From an optimization exercise on the open Yosys and OpenROAD flow, aimed at small area and a short achievable clock period; shortcuts taken in it are not production practice.
Where RTL was checked, it was by simulation tests only, not by an equivalence proof against the original.
The clock input has no modelled driver; a real chip could not lean on it and would need a root buffer or a full tree.
No activity file was given, so power comes from the tool's default toggle rates.

Design mult_unsigned, start of the top module:
module mult_unsigned (
	input clk, rst,
	input [15:0] A,
	input [23:0] B,
	output [39:0] result
);
reg [7:0] r_one, r_two, r_neg;
reg r_a15;
wire [16:0] ax = {A, 1'b0};
wire [7:0] e_one, e_two, e_neg;
genvar gi;
generate for (gi = 0; gi < 8; gi = gi + 1) begin : enc
	assign e_one[gi] = ax[2*gi+1] ^ ax[2*gi];
	assign e_two[gi] = (ax[2*gi+2] & ~ax[2*gi+1] & ~ax[2*gi]) | (~ax[2*gi+2] & ax[2*gi+1] & ax[2*gi]);
	assign e_neg[gi] = ax[2*gi+2];
end endgenerate
reg [23:0] rb;
reg [115:0] r2;
reg [39:0] r3, r4, r5;
reg [3:0] v;
wire pp1;
wire pp2;
wire pp3;
wire pp4;
wire pp5;
wire pp6;
wire pp7;
wire pp8;
wire pp9;
wire pp10;
wire pp11;
wire pp12;
wire pp13;
wire pp14;
wire pp15;
wire pp16;
wire pp17;
wire pp18;
wire pp19;
wire pp20;
wire pp21;
wire pp22;
wire pp23;
wire pp24;
wire pp25;
wire ns26;
wire pp27;
wire pp28;
wire pp29;
wire pp30;
wire pp31;
wire pp32;
wire pp33;
wire pp34;
wire pp35;
wire pp36;
wire pp37;
wire pp38;
wire pp39;
wire pp40;
wire pp41;
wire pp42;
wire pp43;
wire pp44;
wire pp45;
wire pp46;
wire pp47;
wire pp48;
wire pp49;
wire pp50;
wire pp51;
wire ns52;
wire pp53;
wire pp54;
wire pp55;
wire pp56;
wire pp57;
wire pp58;
wire pp59;
wire pp60;
wire pp61;
wire pp62;
wire pp63;
wire pp64;
wire pp65;
wire pp66;
wire pp67;
wire pp68;
wire pp69;
wire pp70;
wire pp71;
wire pp72;
wire pp73;
wire pp74;
wire pp75;
wire pp76;
wire pp77;
wire ns78;
wire pp79;
wire pp80;
wire pp81;
wire pp82;
wire pp83;
wire pp84;
wire pp85;
wire pp86;
wire pp87;
wire pp88;
wire pp89;
wire pp90;
wire pp91;
  ...
clock: 8.0 ns
lec_check: 0
cap_margin: 20
core_margin: 2
core_utilization: 40
setup_slack_margin: 5
slew_margin: 20
synth_hierarchical: 1
synth_minimum_keep_size: 0
standard.sh (not shown) runs the stock make flow with config.mk's settings and CLKGATE_MAP_FILE= SYNTH_SCRIPT=/design/flow/synth_recipe.tcl, a recipe that flattens the netlist after the stock synthesis.
==> flow/flow/run.sh <==
#!/bin/bash
# Layout flow: the standard synthesis unchanged, then the standard ORFS
# steps with plain buffers on the ports and the setup-repair target below.
set -euo pipefail
bash standard.sh synth > synth.log 2>&1
sed -e 's/SETUP_SLACK_MARGIN=[-0-9.]*/SETUP_SLACK_MARGIN=5/' standard.sh > layout.sh
export BUFFER_PORTS_ARGS="-buffer_cell sky130_fd_sc_hd__buf_1"

bash layout.sh finish > layout.log 2>&1
Rerun with:
==> flow/run.sh (new file) <==
#!/bin/bash
# synth_recipe.tcl (not shown) runs the flow's synth.tcl, then flattens the netlist and writes it again
# the make line also repeats each setting of config.mk as NAME=value (left out here)
make -C /OpenROAD-flow-scripts/flow DESIGN_CONFIG=/design/flow/config.mk WORK_HOME=/design/flow/orfs CLKGATE_MAP_FILE= SYNTH_SCRIPT=/design/flow/synth_recipe.tcl finish
removed: flow/flow/run.sh
removed: flow/standard.sh
After rerunning: The changed run finished with timing, DRC and antenna clean. Cell area climbs by 2.7%. Total power climbs by 0.74%. Sequential power stays flat. Setup slack degrades by 11 ps. Synthesized cell count stays the same. Cell count is about the same. Non-clock buffer count climbs by 4. Fmax drops by 0.38%.
No functional check of the RTL was part of any run of this note.

---

== the previous run ==
Another version of the RTL of mult_unsigned (not shown whole).
Size: ~260 flip-flops, about 19000 um^2 of cells after synthesis.
Settings: LEC_CHECK=0, ABC_CLOCK_PERIOD_IN_PS=1500, CAP_MARGIN=20, CORE_MARGIN=2, CORE_UTILIZATION=40, SLEW_MARGIN=20; clock period 8.0 ns.
run.sh (not shown) runs the stock make flow with config.mk's settings and CLKGATE_MAP_FILE= SYNTH_SCRIPT=/design/flow/synth_recipe.tcl, a recipe that flattens the netlist after the stock synthesis.
Stock flow here: none of the scripts above is used.
Relative to the previous run, the following input files were edited for the current run:
- removing ABC_CLOCK_PERIOD_IN_PS (formerly 1500)
Notes after the runs:
From the current run to the previous run, worst hold slack did not move at all. Comparing the current run against the previous run, there is no change at all in highest clock rate. Taking the previous run as the reference, in the current run total routing usage reported by global routing comparable; mapped cell area shows no meaningful change.
Function was not checked in any run of this note: the RTL went through the layout flow alone.

---

oak:
mult_unsigned, a different RTL version from the one above (not shown whole).
Size: about 250 flip-flops, ~82 I/O pins.
Design mult_unsigned, start of the top module:
module mult_unsigned (
	input clk, rst,
	input [15:0] A,
	input [23:0] B,
	output [39:0] result
);
==> flow/config.mk <==
export PLATFORM = sky130hd
export DESIGN_NAME = mult_unsigned
export DESIGN_NICKNAME = mult_unsigned
export VERILOG_FILES = /design/flow/design.v
export SDC_FILE = /design/flow/constraint.sdc
export NUM_CORES = 4
export LEC_CHECK = 0
export CAP_MARGIN = 20
export CORE_MARGIN = 2
export CORE_UTILIZATION = 40
export SETUP_SLACK_MARGIN = 5
export SLEW_MARGIN = 20
export SYNTH_HIERARCHICAL = 1
export SYNTH_MINIMUM_KEEP_SIZE = 0
==> flow/constraint.sdc <==
create_clock -name core_clock -period 8.0 [get_ports {clk}]
set_input_delay 1.6000 -clock core_clock [delete_from_list [all_inputs] [get_ports {clk}]]
set_output_delay 1.6000 -clock core_clock [all_outputs]
set_load 0.01 [all_outputs]
standard.sh (not shown) runs the stock make flow with config.mk's settings and CLKGATE_MAP_FILE= SYNTH_SCRIPT=/design/flow/synth_recipe.tcl, a recipe that flattens the netlist after the stock synthesis.
==> flow/flow/run.sh <==
#!/bin/bash
# Layout flow: the standard synthesis unchanged, then the standard ORFS
# steps with plain buffers on the ports and the setup-repair target below.
set -euo pipefail
bash standard.sh synth > synth.log 2>&1
sed -e 's/SETUP_SLACK_MARGIN=[-0-9.]*/SETUP_SLACK_MARGIN=5.63/' standard.sh > layout.sh
export BUFFER_PORTS_ARGS="-buffer_cell sky130_fd_sc_hd__buf_1"
export PRE_CTS_TCL=$(pwd)/flow/manual_cts.tcl MCTS_LEAVES=14 MCTS_ROOTS=4 MCTS_CLASSES='r2:sky130_fd_sc_hd__dlygate4sd3_1+sky130_fd_sc_hd__dlygate4sd1_1+sky130_fd_sc_hd__dlygate4sd1_1 r3:sky130_fd_sc_hd__dlygate4sd3_1+sky130_fd_sc_hd__dlygate4sd3_1+sky130_fd_sc_hd__dlygate4sd1_1 r4:sky130_fd_sc_hd__dlygate4sd3_1+sky130_fd_sc_hd__dlygate4sd3_1+sky130_fd_sc_hd__dlygate4sd1_1' REMOVE_ABC_BUFFERS=1
bash layout.sh finish > layout.log 2>&1
==> flow/flow/manual_cts.tcl <==
# Two-level clock tree built by hand, in place of the flow's clock tree
# synthesis: the clock port drives a few root buffers; each root buffer drives
# the leaf buffers of its region, and each leaf buffer drives one cluster of
# flip-flops (k-means on their positions). Every register gets the same two
# buffer stages; no register's clock is delayed on purpose.
proc mcts_kmeans {pts k} {
  # pts: list of {x y}; returns {assign cx cy counts}
  set n [llength $pts]
  set sorted [lsort -real -index 0 $pts]
  set cx {}; set cy {}
  for {set i 0} {$i < $k} {incr i} {
    set s [lindex $sorted [expr {int(($i + 0.5) * $n / $k)}]]
    lappend cx [lindex $s 0]; lappend cy [lindex $s 1]
  }
  for {set iter 0} {$iter < 40} {incr iter} {
    set sx [lrepeat $k 0.0]; set sy [lrepeat $k 0.0]; set sc [lrepeat $k 0]
    set assign {}
    foreach s $pts {
      set best 0; set bd 1e30
      for {set i 0} {$i < $k} {incr i} {
        set d [expr {abs([lindex $s 0] - [lindex $cx $i]) + abs([lindex $s 1] - [lindex $cy $i])}]
        if {$d < $bd} { set bd $d; set best $i }
      }
      lappend assign $best
      lset sx $best [expr {[lindex $sx $best] + [lindex $s 0]}]
      lset sy $best [expr {[lindex $sy $best] + [lindex $s 1]}]
      lset sc $best [expr {[lindex $sc $best] + 1}]
    }
    for {set i 0} {$i < $k} {incr i} {
      if {[lindex $sc $i] > 0} {
        lset cx $i [expr {[lindex $sx $i] / [lindex $sc $i]}]
        lset cy $i [expr {[lindex $sy $i] / [lindex $sc $i]}]
      }
    }
  }
  return [list $assign $cx $cy $sc]
}

# capacity-limited assignment of points to centres (nearest first), with the
# centres moved to their points' mean, repeated
proc mcts_balance {pts cx cy cap} {
  set n [llength $pts]
  set k [llength $cx]
  for {set iter 0} {$iter < 10} {incr iter} {
    set pairs {}
    for {set l 0} {$l < $n} {incr l} {
      set p [lindex $pts $l]
      for {set r 0} {$r < $k} {incr r} {
        lappend pairs [list [expr {abs([lindex $p 0] - [lindex $cx $r]) + abs([lindex $p 1] - [lindex $cy $r])}] $l $r]
      }
    }
    set assign [lrepeat $n -1]
    set sc [lrepeat $k 0]
    foreach pr [lsort -real -index 0 $pairs] {
      lassign $pr d l r
      if {[lindex $assign $l] >= 0 || [lindex $sc $r] >= $cap} { continue }
      lset assign $l $r
      lset sc $r [expr {[lindex $sc $r] + 1}]
    }
    set sx [lrepeat $k 0.0]; set sy [lrepeat $k 0.0]
    for {set l 0} {$l < $n} {incr l} {
      set r [lindex $assign $l]
      lset sx $r [expr {[lindex $sx $r] + [lindex $pts $l 0]}]
      lset sy $r [expr {[lindex $sy $r] + [lindex $pts $l 1]}]
    }
    for {set r 0} {$r < $k} {incr r} {
      if {[lindex $sc $r] > 0} { lset cx $r [expr {[lindex $sx $r] / [lindex $sc $r]}]; lset cy $r [expr {[lindex $sy $r] / [lindex $sc $r]}] }
    }
  }
  return [list $assign $cx $cy $sc]
}

proc mcts_build {nleaf nroot} {
  set block [ord::get_db_block]
  set db [ord::get_db]
  set clknet [[$block findBTerm clk] getNet]
  set master [$db findMaster sky130_fd_sc_hd__clkbuf_16]
  set lmaster $master
  if {[info exists ::env(MCTS_LEAF_CELL)]} { set lmaster [$db findMaster $::env(MCTS_LEAF_CELL)] }
  # register classes: "prefix:cell+cell ..." puts the named delay cells in
  # front of the leaf buffers of the registers whose names start with prefix
  set classes {{"" {}}}
  if {[info exists ::env(MCTS_CLASSES)]} {
    foreach c $::env(MCTS_CLASSES) {
      lassign [split $c :] pre chain
      lappend classes [list $pre [split $chain +]]
    }
  }
  set sinks {}
  foreach it [$clknet getITerms] {
    set inst [$it getInst]
    set name [$inst getName]
    set cls 0
    for {set c 1} {$c < [llength $classes]} {incr c} {
      if {[string match "[lindex $classes $c 0]*" $name]} { set cls $c; break }
    }
    set loc [$inst getLocation]
    set m [$inst getMaster]
    lappend sinks [list $it $cls [expr {[lindex $loc 0] + [$m getWidth] / 2}] [expr {[lindex $loc 1] + [$m getHeight] / 2}]]
  }
  set n [llength $sinks]
  set cap [expr {int(ceil(double($n) / $nleaf))}]
  # leaf clusters, class by class
  set leaves {}
  set sink_leaf {}
  for {set c 0} {$c < [llength $classes]} {incr c} {
    set pts {}; set its {}
    foreach s $sinks {
      if {[lindex $s 1] == $c} { lappend pts [lrange $s 2 3]; lappend its [lindex $s 0] }
    }
    if {[llength $pts] == 0} { continue }
    set k [expr {max(1, int(ceil(double([llength $pts]) / $cap)))}]
    lassign [mcts_kmeans $pts $k] assign cx cy sc
    lassign [mcts_balance $pts $cx $cy [expr {int(ceil(double([llength $pts]) / $k))}]] assign cx cy sc
    set base [llength $leaves]
    for {set i 0} {$i < $k} {incr i} { lappend leaves [list [lindex $cx $i] [lindex $cy $i] $c [lindex $sc $i]] }
    set j 0
    foreach it $its { lappend sink_leaf [list $it [expr {$base + [lindex $assign $j]}]]; incr j }
  }
  set nl [llength $leaves]
  set lpts {}
  foreach l $leaves { lappend lpts [lrange $l 0 1] }
  lassign [mcts_kmeans $lpts $nroot] rassign rcx rcy rsc
  lassign [mcts_balance $lpts $rcx $rcy [expr {int(ceil(double($nl) / $nroot))}]] rassign rcx rcy rsc
  set rootnets {}
  for {set r 0} {$r < $nroot} {incr r} {
    if {[lindex $rsc $r] == 0} { lappend rootnets {}; continue }
    set root [odb::dbInst_create $block $master mcts_root_$r]
    $root setLocation [expr {int([lindex $rcx $r])}] [expr {int([lindex $rcy $r])}]
    $root setPlacementStatus PLACED
    [$root findITerm A] connect $clknet
    set rnet [odb::dbNet_create $block mcts_root_net_$r]
    $rnet setSigType CLOCK
    [$root findITerm X] connect $rnet
    lappend rootnets $rnet
  }
  set leafnets {}
  for {set i 0} {$i < $nl} {incr i} {
    lassign [lindex $leaves $i] x y c cnt
    set x [expr {int($x)}]; set y [expr {int($y)}]
    set drv [lindex $rootnets [lindex $rassign $i]]
    set d 0
    foreach cell [lindex $classes $c 1] {
      set dl [odb::dbInst_create $block [$db findMaster $cell] mcts_dly_${i}_$d]
      $dl setLocation $x $y
      $dl setPlacementStatus PLACED
      [$dl findITerm A] connect $drv
      set dnet [odb::dbNet_create $block mcts_dly_net_${i}_$d]
      $dnet setSigType CLOCK
      [$dl findITerm X] connect $dnet
      set drv $dnet
      incr d
    }
    set leaf [odb::dbInst_create $block $lmaster mcts_leaf_$i]
    $leaf setLocation $x $y
    $leaf setPlacementStatus PLACED
    [$leaf findITerm A] connect $drv
    set lnet [odb::dbNet_create $block mcts_leaf_net_$i]
    $lnet setSigType CLOCK
    [$leaf findITerm X] connect $lnet
    lappend leafnets $lnet
  }
  foreach sl $sink_leaf {
    set it [lindex $sl 0]
    $it disconnect
    $it connect [lindex $leafnets [lindex $sl 1]]
  }
  puts "manual clock tree: $n sinks, $nl leaf buffers, $nroot root buffers $rsc, classes $classes"
}

set mcts_leaves 10
set mcts_roots 3
if {[info exists ::env(MCTS_LEAVES)]} { set mcts_leaves $::env(MCTS_LEAVES) }
if {[info exists ::env(MCTS_ROOTS)]} { set mcts_roots $::env(MCTS_ROOTS) }
mcts_build $mcts_leaves $mcts_roots
set_propagated_clock [all_clocks]
# the tree is built: the flow's clock_tree_synthesis call becomes a no-op
rename clock_tree_synthesis mcts_orig_clock_tree_synthesis
proc clock_tree_synthesis {args} { puts "clock_tree_synthesis skipped: manual clock tree" }
oak went all the way through synthesis, placement and routing and the layout is clean on timing, DRC and antenna.
What pine does differently from oak at the input level:
diff --git a/flow/flow/run.sh b/flow/flow/run.sh
--- a/flow/flow/run.sh
+++ b/flow/flow/run.sh
@@ -5,3 +5,3 @@
 bash standard.sh synth > synth.log 2>&1
-sed -e 's/SETUP_SLACK_MARGIN=[-0-9.]*/SETUP_SLACK_MARGIN=5.63/' standard.sh > layout.sh
+sed -e 's/SETUP_SLACK_MARGIN=[-0-9.]*/SETUP_SLACK_MARGIN=5.5/' standard.sh > layout.sh
 export BUFFER_PORTS_ARGS="-buffer_cell sky130_fd_sc_hd__buf_1"
==> notes.md <==
Re data required time of the critical path: pine is 2.70 ns up on oak.
Compared with oak, pine shows a total leakage power that is 2.4% lower.
oak -> pine: number of placement rows delta 0, exact match
Per the comparison of pine with oak, maximum single-stage delay on the critical path went up; final area went down; routed wire length went down; maximum VDD drop did not really move.
In pine, the shortest clock period the worst path allows after layout came out 0.024 ns above the value in oak.
For birch, these inputs were changed with respect to pine:
==> flow/flow/run.sh <==
#!/bin/bash
# Layout flow: the standard synthesis unchanged, then the standard ORFS
# steps with plain buffers on the ports and the setup-repair target below.
set -euo pipefail
bash standard.sh synth > synth.log 2>&1
sed -e 's/SETUP_SLACK_MARGIN=[-0-9.]*/SETUP_SLACK_MARGIN=5.58/' standard.sh > layout.sh
export BUFFER_PORTS_ARGS="-buffer_cell sky130_fd_sc_hd__buf_1"
export PRE_CTS_TCL=$(pwd)/flow/manual_cts.tcl MCTS_LEAVES=12 MCTS_ROOTS=4 MCTS_CLASSES='r2:sky130_fd_sc_hd__dlygate4sd3_1+sky130_fd_sc_hd__dlygate4sd1_1 r3:sky130_fd_sc_hd__dlygate4sd3_1+sky130_fd_sc_hd__dlygate4sd3_1' REMOVE_ABC_BUFFERS=1
bash layout.sh finish > layout.log 2>&1
### Flow results
birch closes out successfully: all stages finished, all timing, DRC and antenna checks passed. Per the comparison of birch with pine, clock network latency to the later pin of the worst-skew pair dropped 0.25 ns; fmax increased by 5.4 MHz relative to the old numbers. The share of power burned in combinational logic in birch was higher than what pine gave. Looking at top routing layer in use, the met5 result is from birch; the met4 one comes from pine. Compared birch vs pine, and final worst hold slack is down in birch. Taking pine as the reference, in birch number of fill cells now sits at about the same level, via count normalized by instance count saw little to no change.
In every run of this note, the design's own scripts or RTL, not TritonCTS, make the clock network.

[separate check: timing with driven ports]
Ports are ideal in the flow. The routed layouts listed here were re-timed in OpenROAD.
Step 1: set_driving_cell puts a clkbuf_16 on clk and a buf_2 on each other input, an assumption about the parent block.
Step 2, shift: input delay + t, output delay - t, t = (earliest + latest rising clock arrival at the registers) / 2. This alone moves slack from input paths to output paths.
Slacks: ideal / step 1 / step 2; pairs: ideal / step 1.
run | shift t [ns] | slack for setup (ns) | worst setup path at the end | clock arrival spread, ns
the first run of note 1 | 0.619 | 5.013 / 5.013 / 5.013 | register to register | 0.036 / 0.035
the second run of note 1 | 0.615 | 5.002 / 5.002 / 5.002 | register to register | 0.034 / 0.034
the previous run | 0.637 | 1.771 / 1.771 / 1.771 | register to register | 0.038 / 0.038
the current run | 0.637 | 1.771 / 1.771 / 1.771 | register to register | 0.038 / 0.038
oak | 1.109 | 5.581 / 5.463 / 4.994 | input, reset recovery | 1.454 / 1.455
pine | 1.107 | 5.557 / 5.467 / 5.000 | input, reset recovery | 1.454 / 1.454
birch | 0.984 | 5.589 / 5.474 / 5.152 | input, reset recovery | 1.188 / 1.187
In oak, pine and birch the clock reaches the registers at very different times; t lies between them, and the last value is a rough guide only. For oak, which loses most, drivers alone change the setup slack by -0.118 ns; drivers and shift together by -0.587 ns. The worst setup slack also covers recovery checks on asynchronous resets.
